This is an optimization exercise on Yosys and OpenROAD, whose aim is small area, not a production implementation. Function was checked by simulation only, so behaviour that the tests miss may differ from the original. Power figures rest on the tool's default switching activity, not on a simulated workload.

==> flow/design.v <==
module instruction_reg (IR, op , rs , rt , rd , first_16 ,first_26,shamt, funct ,move_data);
input [31:0] IR ;
output reg [5:0]  op , funct ;      
output reg [4:0]  rs , rt , rd , shamt ;    
output reg [15:0]  first_16  ;      
output reg [25:0]  first_26 ;
output reg [15:0]  move_data;
always @ (*) begin
   op = IR[31:26];
   rs = IR[25:21];
   rt = IR[20:16];
   rd = IR[15:11];
   first_16 = IR[15:0];
   first_26 = IR[25:0];
   funct = IR[5:0];
   shamt = IR[10:6];
   move_data = IR[15:0];  
end
endmodule
module ALU_Control (input [5:0] op ,funct,
                    output reg [1:0] MemtoReg, output reg Branch, MemRead,output reg [1:0] RegDst ,output reg MemWrite,  ALUSrc, RegWrite,Jump,Jr,  
                    output reg [1:0] ALUOp, output reg [3:0] ALUControl,output reg move_sel);
always @ (*)
begin
Jr = 0;
move_sel = 0;
RegDst = 0;
RegWrite = 0;
ALUSrc = 0;
MemtoReg = 0;
MemRead = 0;
MemWrite = 0;
Branch = 0;
Jump = 0;
ALUOp = 2'b00;
ALUControl = 4'b0010;
if (op == 0)   
begin
RegDst = 1;
ALUOp = 2'b10 ;   
            if (funct == 32 )
              begin
                ALUControl = 4'b0010 ;  
                RegWrite = 1;
               end
            else if (funct == 34 )
              begin
                ALUControl = 4'b0110 ;  
                RegWrite = 1;
               end
            else if (funct == 36)
              begin
                 ALUControl = 4'b0000 ;  
                 RegWrite = 1;
               end
            else if (funct == 37)
              begin
                ALUControl = 4'b0001 ;  
                RegWrite = 1;
               end
            else if (funct == 42)
              begin
                 ALUControl = 4'b0111 ;  
                 RegWrite = 1;
               end
            else if (funct == 8)
              begin
                 ALUControl = 4'b0011 ;  
                 Jr = 1;
               end
           else if (funct == 0)
              begin
                 ALUControl = 4'b1110 ;  
                 MemtoReg = 2'b11;
                 RegWrite = 1;
               end
end
else if (op == 8)   
begin
RegWrite = 1;
ALUSrc = 1;
ALUControl = 4'b0010 ;
end
else if (op == 13)   
begin
RegWrite = 1;
ALUSrc = 1;
ALUOp = 2'b11 ;
ALUControl = 4'b0001 ;
end
else if (op == 35)   
begin
RegWrite = 1;
ALUSrc = 1;
MemtoReg = 1;
MemRead = 1;
ALUControl = 4'b0010 ;
end
else if (op == 43)   
begin
ALUSrc = 1;
MemWrite = 1;
ALUControl = 4'b0010 ;
end
else if (op == 4)   
begin
Branch = 1;
ALUOp = 2'b01 ;  
ALUControl = 4'b0110 ;
end
else if (op == 2)   
begin
Jump = 1;
end
else if (op == 3)   
begin
RegDst = 2'b10;
RegWrite = 1;
MemtoReg = 2'b10;
Jump = 1;
end
else if (op == 56 || op == 57 || op == 59)   
begin
ALUSrc = 1;
move_sel = 1;
end
end
endmodule
module ALU (data1,data2,control,zero_flag,result,result_2);
input  [31:0] data1,data2;
input  [3:0] control;
output reg [31:0] result;
output [31:0] result_2;
output reg zero_flag;
always @(*)
begin
if(control == 4'b0000)
result = data1 & data2;
else if (control == 4'b0001)
result = data1 | data2;
else if (control == 4'b0010)
result = data1 + data2;
else if (control == 4'b0110)
result = data1 - data2;
else if(control == 4'b0011)
result = data1 + 4 ;
else if (control == 4'b0111)
begin
if(data1 < data2)
result = 1;
else
result = 0;
end
else if (control == 4'b1100)
result = ~(data1 | data2);
else result = 32'h00000000;
if(!(data1-data2))
zero_flag=1;
else zero_flag = 0;
end
assign result_2 = result;
endmodule
module resfile(read1,read2,writereg,writedata,write,data1,data2,data2_mem,clk,rst);
input[4:0]read1,read2,writereg;
input[31:0]writedata;
input write,clk,rst;
reg[31:0]rf[0:31];
output [31:0] data1,data2, data2_mem;
assign data1 = rf[read1];
assign data2 = rf[read2];
assign data2_mem = data2;
always@(posedge clk)
begin
if (rst)
begin
rf[0] <= 0;
rf[29] <= 1200;
end
else if (write)
rf[writereg]<=writedata;
end
endmodule
module sign_extend ( oldwire , newwire);
input [15:0]oldwire ;
output [31:0] newwire ;
assign newwire = {{16{oldwire[15]}}, oldwire};
endmodule
module Sll_Generic (shamt , data2 , result);  
input [4:0] shamt;
input [31:0] data2;
output [31:0] result ;
assign result = data2 << shamt ;
endmodule
module Mux2to1_alu (in1 , in2 , sel , out);
input [31:0]in1, in2 ;
input  sel ;
output reg [31:0] out ;
always @ (*)
case (sel)
0 : out = in1;
1 : out = in2;
endcase
endmodule
module Mux3to1_31bit (in1 , in2 , in3, in4 ,sel , out);
input [31:0]in1, in2,in3,in4 ;
input [1:0] sel ;
output reg [31:0] out ;
always @ (*)
case (sel)
2'b00 : out = in1;
2'b01 : out = in2;
2'b10 : out = in3;
2'b11 : out = in4;
endcase
endmodule
module Mux3to1_5bit (in1 , in2 ,in3, sel , out);
input [4:0]in1, in2, in3 ;
input [1:0] sel ;
output reg [4:0] out ;
always @ (*)
case (sel)
2'b00 : out = in1;
2'b01 : out = in2;
2'b10 : out = in3;
default : out = in1;
endcase
endmodule
module SLL_26(in , out);
input [25:0]in;
output [31:0]out;
assign out = in*4;
endmodule
module SLL_32(in , out);
input [31:0]in;
output [31:0]out;
assign out = in*4;
endmodule
module jumbFullAddress(in  , pc , fullAddress);
input [25:0]in;
input [31:0]pc;
output [31:0]fullAddress;
wire [31:0]sll_out;
SLL_26 sll(in , sll_out);
assign fullAddress = sll_out | (pc & 32'hf0000000);
endmodule
module adder (in1 , in2 , out );
input [31:0] in1,in2 ;
output [31:0] out ;
assign out = in1 + in2 ;
endmodule
module And (in1 , in2 , out );
input  in1,in2 ;
output out ;
assign out = in1 & in2 ;
endmodule
module DMA_registers_data(clk,rst,op_code,move_data,flag,memory,data_bus,Address_bus);
input clk,rst;
input[15:0]move_data;
input[5:0]op_code;
input[1:0]flag;        
input memory;          
output reg[15:0]data_bus,Address_bus;
reg[15:0]data_q,addr_q;
reg valid;
reg[15:0]d,a;
always@(*)
begin
valid=1'b1; d=16'h0000; a=16'h0000;
if(op_code==56)
begin
d=move_data;  
a=1;
end
else if(op_code==57)
begin
if(move_data>8191*4) 
begin
if(flag==0) begin a=7;  d=16'h0080; end  
else if(flag==1) begin a=11; d=16'h0000; end  
else if(flag==2) begin a=10; d=16'h0008; end  
else begin a=12; d=16'h0000; end  
end
else  
begin
if(flag==0) begin d=move_data; a=0; end  
else if(flag==1) begin a=11; d=16'h0000; end  
else if(flag==2) begin a=12; d=16'h0000; end  
else valid=1'b0;
end
end
else if (op_code==59)
begin
if(move_data<=4*8191 && memory) 
begin
if(flag==0) begin a=13; d=move_data; end  
else if(flag==1) begin a=7; d=16'h0001; end  
else if(flag==2) begin a=12; d=16'h0000; end  
else valid=1'b0;
end
else if(move_data>4*8191 && memory) 
begin
if(flag==0) begin a=10; d=16'h0004; end  
else begin a=7; d=16'h0000; end  
end
else if(move_data<=4*8191 && !memory) 
begin
d=move_data;  
a=0;
end
else valid=1'b0;
end
else valid=1'b0;
if(valid) begin data_bus=d; Address_bus=a; end
else begin data_bus=data_q; Address_bus=addr_q; end
end
always@(posedge clk)
begin
if(rst) begin data_q<=0; addr_q<=0; end
else begin data_q<=data_bus; addr_q<=Address_bus; end
end
endmodule
module program_counter (clk, rst, pcin, pcout, pcout4, op_code, move_data, request_to_dma, step, memory);
input  clk, rst;
input [31:0] pcin;
output reg [31:0] pcout;
output [31:0] pcout4;
input [5:0] op_code;
input [15:0] move_data;
output reg request_to_dma;
output reg [1:0] step;    
output reg memory;        
wire io = (move_data > 8191*4);
reg move;
reg [1:0] last;
reg done_req;
assign pcout4 = pcout + 4;
always @(*)
begin
move = 1'b1; last = 2'd0; done_req = 1'b0;
if (op_code == 56) last = 2'd1;
else if (op_code == 57) last = 2'd3;
else if (op_code == 59)
begin
  if (!io && memory) last = 2'd3;           
  else if (io && memory) begin last = 2'd1; done_req = 1'b1; end    
  else if (!io && !memory) begin last = 2'd1; done_req = 1'b1; end  
  else last = 2'd0;
end
else move = 1'b0;
end
always @(posedge clk)
begin
if (rst)
begin
  pcout <= 0;
  step <= 0;
  memory <= 0;
  request_to_dma <= 0;
end
else
begin
  request_to_dma <= 0;
  if (!move)
    pcout <= pcin;
  else if (step != last)
    step <= step + 2'd1;
  else
  begin
    step <= 0;
    pcout <= pcin;
    request_to_dma <= done_req;
    if (op_code == 57) memory <= !io;
    else if (op_code == 59) memory <= 1'b0;
  end
end
end
endmodule
module mips(clk, rst, imem_addr, imem_rdata, dmem_addr, dmem_wdata, dmem_we, dmem_re, dmem_rdata,
            DMA_data, DMA_Address, request_to_dma);
input clk, rst;
output [31:0] imem_addr;
input  [31:0] imem_rdata;
output [31:0] dmem_addr, dmem_wdata;
output dmem_we, dmem_re;
input  [31:0] dmem_rdata;
output request_to_dma;
output wire [15:0] DMA_data, DMA_Address;
wire [31:0] con_pcin;
wire [31:0] con_pc_ins , con_ir , con_pcout4;
wire [5:0]  con_op , con_funct ;      
wire [4:0]  con_rs , con_rt , con_rd ;    
wire [15:0]  con_first_16  ;      
wire [25:0] con_first_26 ;
wire [31:0] con_first_32 ;
wire [1:0]   con_ALUOp;
wire [1:0] con_MemtoReg ,con_RegDst ;
wire  con_Branch, con_MemRead, con_MemWrite,con_ALUSrc, con_RegWrite,con_Jump , con_jr;
wire [3:0] con_ALUControl;
wire [4:0] con_mux1_rf ;
wire [31:0] con_data1 , con_data2, con_writedata ;
wire [31:0] con_data2_mem;
wire con_zero_flag;
wire [31:0] con_result ;
wire [31:0] con_result_2;
wire [31:0] con_mux_alu;
wire [31:0] con_readData;
wire [31:0] con_sll_adder, con_adder_out  ;
wire mux_4_sel ;
wire [31:0] mux_4_out  ;
wire [31:0] con_fulladdress ;
wire [31:0] mux_5_out  ;
wire [4:0] ra = 5'd31 ;
wire [4:0] con_shamt ;
wire [31:0] con_sll_result ;
wire move_selector;
wire [15:0] move_data;
wire [1:0] move_step;
wire move_src_mem;
assign con_ir = imem_rdata;
assign imem_addr = con_pc_ins;
assign con_readData = dmem_rdata;
assign dmem_addr = con_result;
assign dmem_wdata = con_data2_mem;
assign dmem_we = con_MemWrite;
assign dmem_re = con_MemRead;
program_counter pc(clk,rst,con_pcin,con_pc_ins,con_pcout4,con_ir[31:26],move_data,request_to_dma,move_step,move_src_mem);
instruction_reg i_r(con_ir, con_op ,con_rs , con_rt , con_rd, con_first_16 ,con_first_26 ,con_shamt ,con_funct,move_data  );
ALU_Control alu_control (con_op ,con_funct,
                         con_MemtoReg, con_Branch, con_MemRead, con_RegDst ,con_MemWrite,  con_ALUSrc, con_RegWrite,con_Jump,con_jr,
                         con_ALUOp, con_ALUControl,move_selector);
sign_extend sx( con_first_16 , con_first_32);
Mux2to1_alu mux_2(con_data2 , con_first_32 , con_ALUSrc , con_mux_alu);
Mux3to1_5bit mux_1_1(con_rt , con_rd ,ra, con_RegDst , con_mux1_rf);  
resfile rf(con_rs, con_rt,con_mux1_rf, con_writedata, con_RegWrite, con_data1,con_data2,con_data2_mem,clk,rst);
ALU alu (con_data1,con_mux_alu,con_ALUControl, con_zero_flag, con_result,con_result_2);
DMA_registers_data dma_controller(clk,rst,con_ir[31:26],move_data,move_step,move_src_mem,DMA_data,DMA_Address);
SLL_32 sll_32 (con_first_32 , con_sll_adder);
adder add (con_sll_adder , con_pcout4 , con_adder_out );
Mux2to1_alu mux_4 (con_pcout4 ,con_adder_out, mux_4_sel , mux_4_out);
And myand (con_Branch , con_zero_flag , mux_4_sel );
jumbFullAddress j(con_first_26  ,con_pcout4 , con_fulladdress);
Mux2to1_alu mux_5 (mux_4_out ,con_fulladdress,con_Jump ,mux_5_out);  
Sll_Generic sll_generic (con_shamt , con_data2 , con_sll_result);
Mux3to1_31bit mux_3_3 (con_result_2 , con_readData , con_pc_ins ,con_sll_result, con_MemtoReg , con_writedata);
Mux2to1_alu mux_6 (mux_5_out , con_result ,  con_jr , con_pcin);  
endmodule
==> flow/run.sh <==
#!/bin/bash
# synth_recipe.tcl (not shown) runs the flow's synth.tcl, then flattens the netlist and writes it again
# the make line also repeats each setting of config.mk as NAME=value (left out here)
make -C /OpenROAD-flow-scripts/flow DESIGN_CONFIG=/design/flow/config.mk WORK_HOME=/design/flow/orfs CLKGATE_MAP_FILE= SYNTH_SCRIPT=/design/flow/synth_recipe.tcl finish
==> flow/config.mk <==
export PLATFORM = sky130hd
export DESIGN_NAME = mips
export DESIGN_NICKNAME = mips
export VERILOG_FILES = /design/flow/design.v
export SDC_FILE = /design/flow/constraint.sdc
export NUM_CORES = 4
export LEC_CHECK = 0
export CAP_MARGIN = 20
export CORE_MARGIN = 2
export CORE_UTILIZATION = 40
export PLACE_DENSITY = 0.6
export SLEW_MARGIN = 20
==> flow/constraint.sdc <==
create_clock -name core_clock -period 11.0 [get_ports {clk}]
set_input_delay 2.2000 -clock core_clock [delete_from_list [all_inputs] [get_ports {clk}]]
set_output_delay 2.2000 -clock core_clock [all_outputs]
set_load 0.01 [all_outputs]
==> run notes <==
flip-flops by register name, summed over array words and instances (netlist names):
name                   flops
dma_controller.data_q     16
pc.memory                  1
rf.rf                   1024
dma_controller.addr_q     16
pc.pcout                  32
pc.request_to_dma          1
pc.step                    2
stage by stage:
step	worst slack [ps]	power, mW	util
4_1_cts	251	10.7	0.464
5_1_grt	8.44	11.0	0.464
3_5_place_dp	276	6.89	0.439
2_1_floorplan	913	5.86	-
3_3_place_gp	208	6.89	0.439
6_report	143	10.8	0.464
tightest hold or removal path, delay by kind of cell (launching register included):
family           cells  cell delay (ps)
AO/OA/AOI/OAI        1               50
flip-flops           1              290
AND/OR/NAND/NOR      1               60
worst min path at each step:
| stage | startpoint | end | slack (ps) |
|---|---|---|---|
| final | dma_controller.data_q[4]$_SDFF_PP0_ | dma_controller.data_q[4]$_SDFF_PP0_ | 460 |
| after floorplan | rf.rf[29][0]$_SDFFE_PP0P_ | rf.rf[29][0]$_SDFFE_PP0P_ | 440 |
| after global placement | dma_controller.data_q[5]$_SDFF_PP0_ | dma_controller.data_q[5]$_SDFF_PP0_ | 450 |
| after CTS | dma_controller.data_q[1]$_SDFF_PP0_ | dma_controller.data_q[1]$_SDFF_PP0_ | 460 |
| after global routing | dma_controller.data_q[1]$_SDFF_PP0_ | dma_controller.data_q[1]$_SDFF_PP0_ | 480 |
| after detailed placement | dma_controller.data_q[1]$_SDFF_PP0_ | dma_controller.data_q[1]$_SDFF_PP0_ | 450 |
power groups by stage:
stage	clock [mW]	combinational, mW	sequential (mW)
detailed placement	0	2.28	4.61
global placement	0	2.29	4.61
CTS	3.92	2.29	4.52
finish	3.89	2.37	4.52
floorplan	0	1.26	4.60
global route	4.08	2.45	4.52
per-layer routing:
layer  up-vias  wire (µm)
li1      19300          -
met1     24400      97400
met2      3169     113000
met3       569      27900
met4        10      14500
met5         -         68
placed cells by master (no fill, tap or decap), drive strengths merged, types with 18 or more instances in the layout:
master,netlist,routed
nand4,55,55
nor4,26,26
o21bai,19,19
mux2i,425,425
a21oi,185,185
o21a,18,18
a22oi,256,256
clkbuf,171,152
inv,117,118
a211oi,34,34
nand3,175,175
mux2,27,27
xor2,26,26
nor2b,45,45
clkdlybuf4s50,0,183
edfxtp,992,992
nand2,248,248
a31oi,37,37
o21ai,115,115
nand2b,29,29
ha,136,136
a21o,25,25
nor2,327,327
buf,171,320
a221oi,34,34
dfxtp,100,100
and3,38,38
o211ai,22,22
and2,39,39
clkinv,5,49
o221ai,30,30
mux4,391,391
nor3,62,62
o22ai,37,37
xnor2,82,82
logic make-up (layout without fill, tap and decap cells):
family,count (synthesis),count (layout),share of synthesized area
simple gates,1123,1123,0.0877
flops,1092,1092,0.510
compound gates,937,937,0.105
mux,843,843,0.216
buf+inv,464,835,0.0379
fa+ha+maj,139,139,0.0283
xor+xnor,108,108,0.0153
other cells,0,5,0
layout make-up:
cell class	count	area, µm²
well taps	2044	2560
diodes	5	12.5
repair buffers	503	4410
flip-flops and latches	1092	31800
clock buffers	152	3050
fillers	13600	82800
multi-input cells	3150	28700
clock inverters	58	692
inverters	122	458
==> results.cfg <==
[timing]
final.setup.tns_ps = 0
fmax_mhz = 92.1
finalCriticalPeriod_ps = 10860
fin_hold_ws_ps = 459
grt_setup_unrepaired = false
final.period_utilization = 0.987
relSlewSlack = 0.192
hold_viol_final = 0
tightest_slew_ps = 1210
finClkSkew_ps = 72.1
slew_violations = 0
setup-violations-final = 0

[critical_path]
slowest_delay_ps = 630
crit_cells = 21
start_kind = input port
path_cells = buf_4 > mux4_2 > mux4_2 > mux2i_1 > buf_4 > inv_1 > ha_1 > fa_1 > nor2b_1 > o311a_1 > o41a_1 > a2111oi_0 > buf_4 > o21ai_0 > buf_4 > a31o_2 > a41o_1 > a31oi_1 > xnor2_1 > o21ai_1 > clkdlybuf4s50_1
slowest_stage = clkdlybuf4s50_1
r2r-end = rf.rf[10][22]$_DFFE_PP_
cp_top_family = compound AO/OA/AOI/OAI gates
crit_top_cell = buf_4
timing.rr.start = rf.rf[7][0]$_DFFE_PP_
ff2ff_path_depth = 23
cp.required_ps = 8800
startpoint = imem_rdata[21]
arrival_ps = 8660
crit_type = input port to output port
path_buf_inv = 6
cp-end-kind = output port
crit_fanout = 19
worstSetupEndpoint = dmem_addr[30]
regToRegSetupSlack_ps = 3890

[grt]
busiest_layer = met2
met2_usage = 0.475
grt_usage = 0.312
grt_max_degree = 81
grt_pass1_vias = 45600
met1_usage = 0.420
use_met3 = 0.0676
grt-ovfl-total = 0
grt_pass1_wl_um = 350000
antenna_found_initial = 8

[floorplanning]
dieHeight_um = 399
rows = 144
fp.dieArea_mm2 = 0.159
io_pins = 197
start_util = 0.403
die_w_um = 399
core_area_mm2 = 0.154

[power_and_ir_drop]
clockPowerShare = 0.361
seqPwrFrac = 0.420
comb_power_share = 0.220
p_int_mw = 7.58
power_leakage_nw = 25.8
p_switching_mw = 3.19
p_per_area_mw_per_mm2 = 150
switching_share = 0.296
vdd_drop_max_v = 0.000132

[clocking]
ctsResizeCount = 0
clock_latency_ps = 780
cts_tree = done
clkTransAtPathRegs_ps = 60
ctsHoldBuffers = 0
cts_setup_buffers = 0
cts.sinks = 1092
clockRootBuffer = clkbuf_16
h-tree-depth = 3
cts_buffers = 113
clk_path_buf_depth = 3

[synthesis]
netlist.area_leader.share = 0.478
netlist_area_mm2 = 0.0623
synth_flop_cell = edfxtp_1
synth_area_leaders = edfxtp_1, mux4_2, mux2i_1, dfxtp_1, a22oi_1
async_reset_ff_frac = 0
synthTopCellsByCount = edfxtp_1, mux2i_1, mux4_2
synth_nets = 4911
yosys.area.top_type = edfxtp_1
ys_seq_area_frac = 0.510
synth_seq_cells = 1092
yosysWarnings = 9
synth-edff-count = 992
synth.most_common_cell = edfxtp_1
ys_types = 113
syn_avg_cell_area_um2 = 13.2
syn_inst = 4706

[final_layout]
layout.nets = 5187
final_cells = 7126
drive_gt1_frac = 0.201
area_growth_pct = 15.0
finalInstanceArea_mm2 = 0.0717

[status]
status = complete, no violations

[detailed_routing]
final_antenna_net_count = 0
drt-total-wl_um = 253000
vias = 47500
drc = 0
first_pass_iters = 8
wl_per_cell_um = 35.5
drtIter0Drc = 6771
via_per_inst = 6.66

[worst_hold_path]
hold_path_depth = 2
holdCritPathClass = flop to flop

[placement]
dp_hpwl_um = 175000
port_buffers = 196
routabilityCongestion = 1.08
place_inst = 6910
placed_area_mm2 = 0.0679

[run]
cap_violations = 0

[separate check: timing with driven ports]
Ports are ideal in the flow. The routed layout listed here was re-timed in OpenROAD.
Step 1 assumes that a clkbuf_16 drives the clock port and a buf_2 every other input.
Step 2 also shifts input and output timing later by t, the mid clock arrival at the registers, as if the neighbouring blocks saw the same clock.
a / b / c = ideal / step 1 / step 2; a / b = the first two.
t, ns: 0.822
setup slack, ns: 0.143 / 0.093 / 0.093
worst setup path after step 2: input to output
After both steps this run still meets setup and hold. The setup slack of this run moves by -0.050 ns with the drivers and by -0.050 ns with both steps.
